Context: an optimization exercise on an open-source flow, tuned for a short achievable clock period and few clock cycles. The choices shown serve that exercise and are no tape-out recipe. The clock port is modelled as an ideal driver, which makes a skipped or thinned clock tree look cheaper than it is; a real chip needs a root buffer or a tree. No activity file was given, so power comes from the tool's default toggle rates.

== xenon ==
==> module mem_readout_top_2, before the edit <==
module mem_readout_top_2(
    input clk,
    input reset,
    input wire [2:0] BX,
    input [6:0] clk_cnt,
    input [2:0] BX_pipe,
    input [5:0] number_in1,
    output [5:0] read_add1,
    input [43:0] input_L1L2_1,
    input [5:0] number_in2,
    output [5:0] read_add2,
    input [43:0] input_L1L2_2,
    input [5:0] number_in3,
    output [5:0] read_add3,
    input [43:0] input_L1L2_3,
    input [5:0] number_in4,
    output [5:0] read_add4,
    input [43:0] input_L1L2_4,
    input [5:0] number_in5,
    output [5:0] read_add5,
    input [43:0] input_L3L4_1,
    input [5:0] number_in6,
    output [5:0] read_add6,
    input [43:0] input_L3L4_2,
    input [5:0] number_in7,
    output [5:0] read_add7,
    input [43:0] input_L3L4_3,
    input [5:0] number_in8,
    output [5:0] read_add8,
    input [43:0] input_L3L4_4,
    input [5:0] number_in9,
    output [5:0] read_add9,
    input [43:0] input_L5L6_1,
    input [5:0] number_in10,
    output [5:0] read_add10,
    input [43:0] input_L5L6_2,
    input [5:0] number_in11,
    output [5:0] read_add11,
    input [43:0] input_L5L6_3,
    input [5:0] number_in12,
    output [5:0] read_add12,
    input [43:0] input_L5L6_4,
    output reg [47:0] mem_dat_stream,
    output reg valid,
    output reg send_BX,
    output reg none
);
wire [5:0] num [0:11];
assign num[0] = number_in1;   assign num[1] = number_in2;
assign num[2] = number_in3;   assign num[3] = number_in4;
assign num[4] = number_in5;   assign num[5] = number_in6;
assign num[6] = number_in7;   assign num[7] = number_in8;
assign num[8] = number_in9;   assign num[9] = number_in10;
assign num[10] = number_in11; assign num[11] = number_in12;
wire [43:0] dat [0:11];
assign dat[0] = input_L1L2_1;  assign dat[1] = input_L1L2_2;
assign dat[2] = input_L1L2_3;  assign dat[3] = input_L1L2_4;
assign dat[4] = input_L3L4_1;  assign dat[5] = input_L3L4_2;
assign dat[6] = input_L3L4_3;  assign dat[7] = input_L3L4_4;
assign dat[8] = input_L5L6_1;  assign dat[9] = input_L5L6_2;
assign dat[10] = input_L5L6_3; assign dat[11] = input_L5L6_4;
reg [5:0] addr [0:11];           
assign read_add1 = addr[0];   assign read_add2 = addr[1];
assign read_add3 = addr[2];   assign read_add4 = addr[3];
assign read_add5 = addr[4];   assign read_add6 = addr[5];
assign read_add7 = addr[6];   assign read_add8 = addr[7];
assign read_add9 = addr[8];   assign read_add10 = addr[9];
assign read_add11 = addr[10]; assign read_add12 = addr[11];
function [11:0] lowest;
    input [11:0] m;
    integer j;
    reg seen;
    begin
        seen = 1'b0;
        for (j = 0; j < 12; j = j + 1) begin
            lowest[j] = m[j] & ~seen;
            seen = seen | m[j];
        end
    end
endfunction
function [3:0] code;
    input [11:0] s;
    integer j;
    begin
        code = 4'd0;
        for (j = 0; j < 12; j = j + 1)
            code = code | ({4{s[j]}} & (j[3:0] + 4'd1));
    end
endfunction
reg [11:0] ne;                   
reg [11:0] fst;                  
reg        any;                  
reg [11:0] one, two;             
reg [5:0]  nm2 [0:11];           
wire [11:0] ne_in;
genvar g;
generate
    for (g = 0; g < 12; g = g + 1) begin : g_ne
        assign ne_in[g] = |num[g];
    end
endgenerate
integer n;
always @(posedge clk) begin
    fst <= lowest(ne_in);
    any <= |ne_in;
    for (n = 0; n < 12; n = n + 1) begin
        ne[n]  <= ne_in[n];
        one[n] <= (num[n] == 6'd1);
        two[n] <= (num[n] == 6'd2);
        nm2[n] <= num[n] - 6'd2;
    end
end
reg        first;
reg [11:0] first_m, second_m;
reg [11:0] act;
reg [11:0] last;                 
reg [11:0] succ [0:11];
reg [11:0] nosucc;               
reg        busy;                 
reg        ghost;                
wire [11:0] leave = act & last;
integer i, j;
reg [11:0] act_nxt;
reg [11:0] nosucc_nxt;
always @(*) begin
    for (j = 0; j < 12; j = j + 1) begin
        act_nxt[j] = act[j] & ~last[j];
        for (i = 0; i < j; i = i + 1)
            act_nxt[j] = act_nxt[j] | (leave[i] & succ[i][j]);
    end
end
reg [11:0] succ_nxt [0:11];
reg        seen;
always @(*) begin
    for (i = 0; i < 12; i = i + 1) begin
        seen = 1'b0;
        for (j = 0; j < 12; j = j + 1) begin
            succ_nxt[i][j] = (j > i) & ne[j] & ~seen;
            if (j > i) seen = seen | ne[j];
        end
        nosucc_nxt[i] = ~seen;
    end
end
always @(posedge clk) begin
    first  <= reset;
    ghost  <= first & |(fst & one);
    nosucc <= nosucc_nxt;
    if (first) begin
        act  <= fst;
        busy <= any;
    end else begin
        act  <= act_nxt;
        busy <= busy & ~|(leave & nosucc);
    end
    for (n = 0; n < 12; n = n + 1) begin
        succ[n] <= succ_nxt[n];
        first_m[n]  <= reset & |num[n];
        second_m[n] <= ~reset & first_m[n];
        last[n] <= (first_m[n] & (one[n] | two[n]))
                 | (~first_m[n] & act[n] & (addr[n] == nm2[n]))
                 | (~first_m[n] & ~act[n] & second_m[n] & one[n])
                 | (~first_m[n] & ~act[n] & ~second_m[n] & last[n]);
        if (reset)
            addr[n] <= 6'd0;
        else if (first_m[n])
            addr[n] <= 6'd1;
        else if (act[n])
            addr[n] <= addr[n] + 6'd1;
        else if (second_m[n])
            addr[n] <= 6'd0;
    end
end
reg [11:0] sel;                  
reg [3:0]  sel_code;             
reg [2:0]  hdr_bx;               
reg        dvalid;               
reg [43:0] mux;
integer k;
always @(*) begin
    mux = 44'd0;
    for (k = 0; k < 12; k = k + 1)
        mux = mux | ({44{sel[k]}} & dat[k]);
end
always @(posedge clk) begin
    sel      <= reset ? 12'd0 : first ? fst : act;
    sel_code <= reset ? 4'hF : first ? code(fst) : code(act);
    hdr_bx   <= reset ? BX : 3'd0;
    dvalid   <= ~reset & (first ? any : busy & ~ghost);
    mem_dat_stream <= {sel_code, mux[43:41] | hdr_bx, mux[40:0]};
    valid   <= ~reset & dvalid;
    send_BX <= ~reset & first;
    none    <= ~reset & (first ? ~any : ~busy);
end
endmodule
export LEC_CHECK = 0
export ABC_CLOCK_PERIOD_IN_PS = 1300
export CAP_MARGIN = 20
export CORE_AREA = 6 6 264 264
export DIE_AREA = 0 0 270 270
export PLACE_DENSITY = 0.6
export SETUP_SLACK_MARGIN = 2.0
export SLEW_MARGIN = 20
create_clock -name core_clock -period 3.0 [get_ports {clk}]
standard.sh (not shown) runs the stock make flow with config.mk's settings and CLKGATE_MAP_FILE= SYNTH_SCRIPT=/design/flow/synth_recipe.tcl, a recipe that flattens the netlist after the stock synthesis.
==> flow/flow/run.sh <==
#!/bin/bash
# Standard ORFS layout with four changes:
# - synthesis and the resizer do not use the slow 3- and 4-input OR and
#   4-input NOR cells (added to the platform's don't-use list);
# - the ports get plain buffers that the resizer may size freely (instead
#   of delay cells of a fixed footprint);
# - the output word's pins are kept together on the top edge
#   (flow/pre_io.tcl, hooked in before ORFS's pin placement);
# - the clock tree is built by flow/mytree.tcl, hooked in before ORFS's CTS
#   step.
# Tool output goes to standard.log.
DONT_USE="$(cat flow/dont_use.txt)"
bash standard.sh PRE_CTS_TCL="$PWD/flow/pre_cts.tcl" \
  PRE_IO_PLACEMENT_TCL="$PWD/flow/pre_io.tcl" \
  BUFFER_PORTS_ARGS="-buffer_cell sky130_fd_sc_hd__buf_4" \
  MATCH_CELL_FOOTPRINT=0 DONT_USE_CELLS="$DONT_USE" finish > standard.log 2>&1
Other scripts of this flow, unchanged in this note and not shown: flow/flow/dont_use.txt, flow/flow/mytree.tcl, flow/flow/pre_cts.tcl, flow/flow/pre_io.tcl
xenon closes out successfully: all stages finished, all timing, DRC and antenna checks passed.
What willow does differently from xenon at the input level:
diff --git a/flow/design.v b/flow/design.v
--- a/flow/design.v
+++ b/flow/design.v
@@ -119,5 +119,4 @@
 reg [11:0] nosucc;               
 reg        busy;                 
-reg        ghost;                
 wire [11:0] leave = act & last;
 integer i, j;
@@ -145,5 +144,4 @@
 always @(posedge clk) begin
     first  <= reset;
-    ghost  <= first & |(fst & one);
     nosucc <= nosucc_nxt;
     if (first) begin
@@ -158,8 +156,10 @@
         first_m[n]  <= reset & |num[n];
         second_m[n] <= ~reset & first_m[n];
-        last[n] <= (first_m[n] & (one[n] | two[n]))
-                 | (~first_m[n] & act[n] & (addr[n] == nm2[n]))
-                 | (~first_m[n] & ~act[n] & second_m[n] & one[n])
-                 | (~first_m[n] & ~act[n] & ~second_m[n] & last[n]);
+        if (first_m[n])
+            last[n] <= one[n] | two[n];
+        else if (act[n])
+            last[n] <= (addr[n] == nm2[n]);
+        else if (second_m[n])
+            last[n] <= one[n];
         if (reset)
             addr[n] <= 6'd0;
@@ -187,5 +187,5 @@
     sel_code <= reset ? 4'hF : first ? code(fst) : code(act);
     hdr_bx   <= reset ? BX : 3'd0;
-    dvalid   <= ~reset & (first ? any : busy & ~ghost);
+    dvalid   <= ~reset & (first ? any : busy & ~|(act & one & second_m));
     mem_dat_stream <= {sel_code, mux[43:41] | hdr_bx, mux[40:0]};
     valid   <= ~reset & dvalid;
==> run notes <==
- Looking only at smallest setup slack after layout, and setting everything else aside, the higher value of willow and xenon goes to xenon.
- Routed wire in willow totals less than in xenon.
- Diff xenon -> willow: combinational cell fraction of total power went down by 0.3 points; total routing usage reported by global routing went down by 0.47 points; mapped cell area went up by about 0.3%.
No run of this note included a check of the RTL's function; only the layout flow was run. No run of this note takes its clock network from TritonCTS; it comes from the design's own scripts or RTL.

-- port drivers added, routing unchanged --
In the flow no input, the clock included, has a driving cell. The finished layouts below were timed again as built, in two steps.
Step 1, drivers: a clkbuf_16 drives clk and a buf_2 each remaining input, both assumed.
Step 2 adds t to the input delays and takes it off the output delays; t is the mean of the earliest and latest rising clock arrival at the registers after step 1. Input paths then give back, and output paths get back, about the clock's delay inside the block.
Three values: ideal ports, drivers, drivers and shift; two values: the first two.
run | t, ns | slack for setup (ns) | latest minus earliest clock arrival (ns) | slew at the worst register clock pin (ns) | pins driven straight from the clock port
xenon | 0.464 | 1.481 / 1.370 / 1.185 | 0.058 / 0.059 | 0.10 / 0.10 | 4
willow | 0.461 | 1.466 / 1.417 / 1.215 | 0.042 / 0.042 | 0.09 / 0.09 | 4
After both steps setup and hold are still met in every run listed. The setup slack of xenon, which loses most, moves by -0.111 ns with the drivers and by -0.296 ns with both steps.
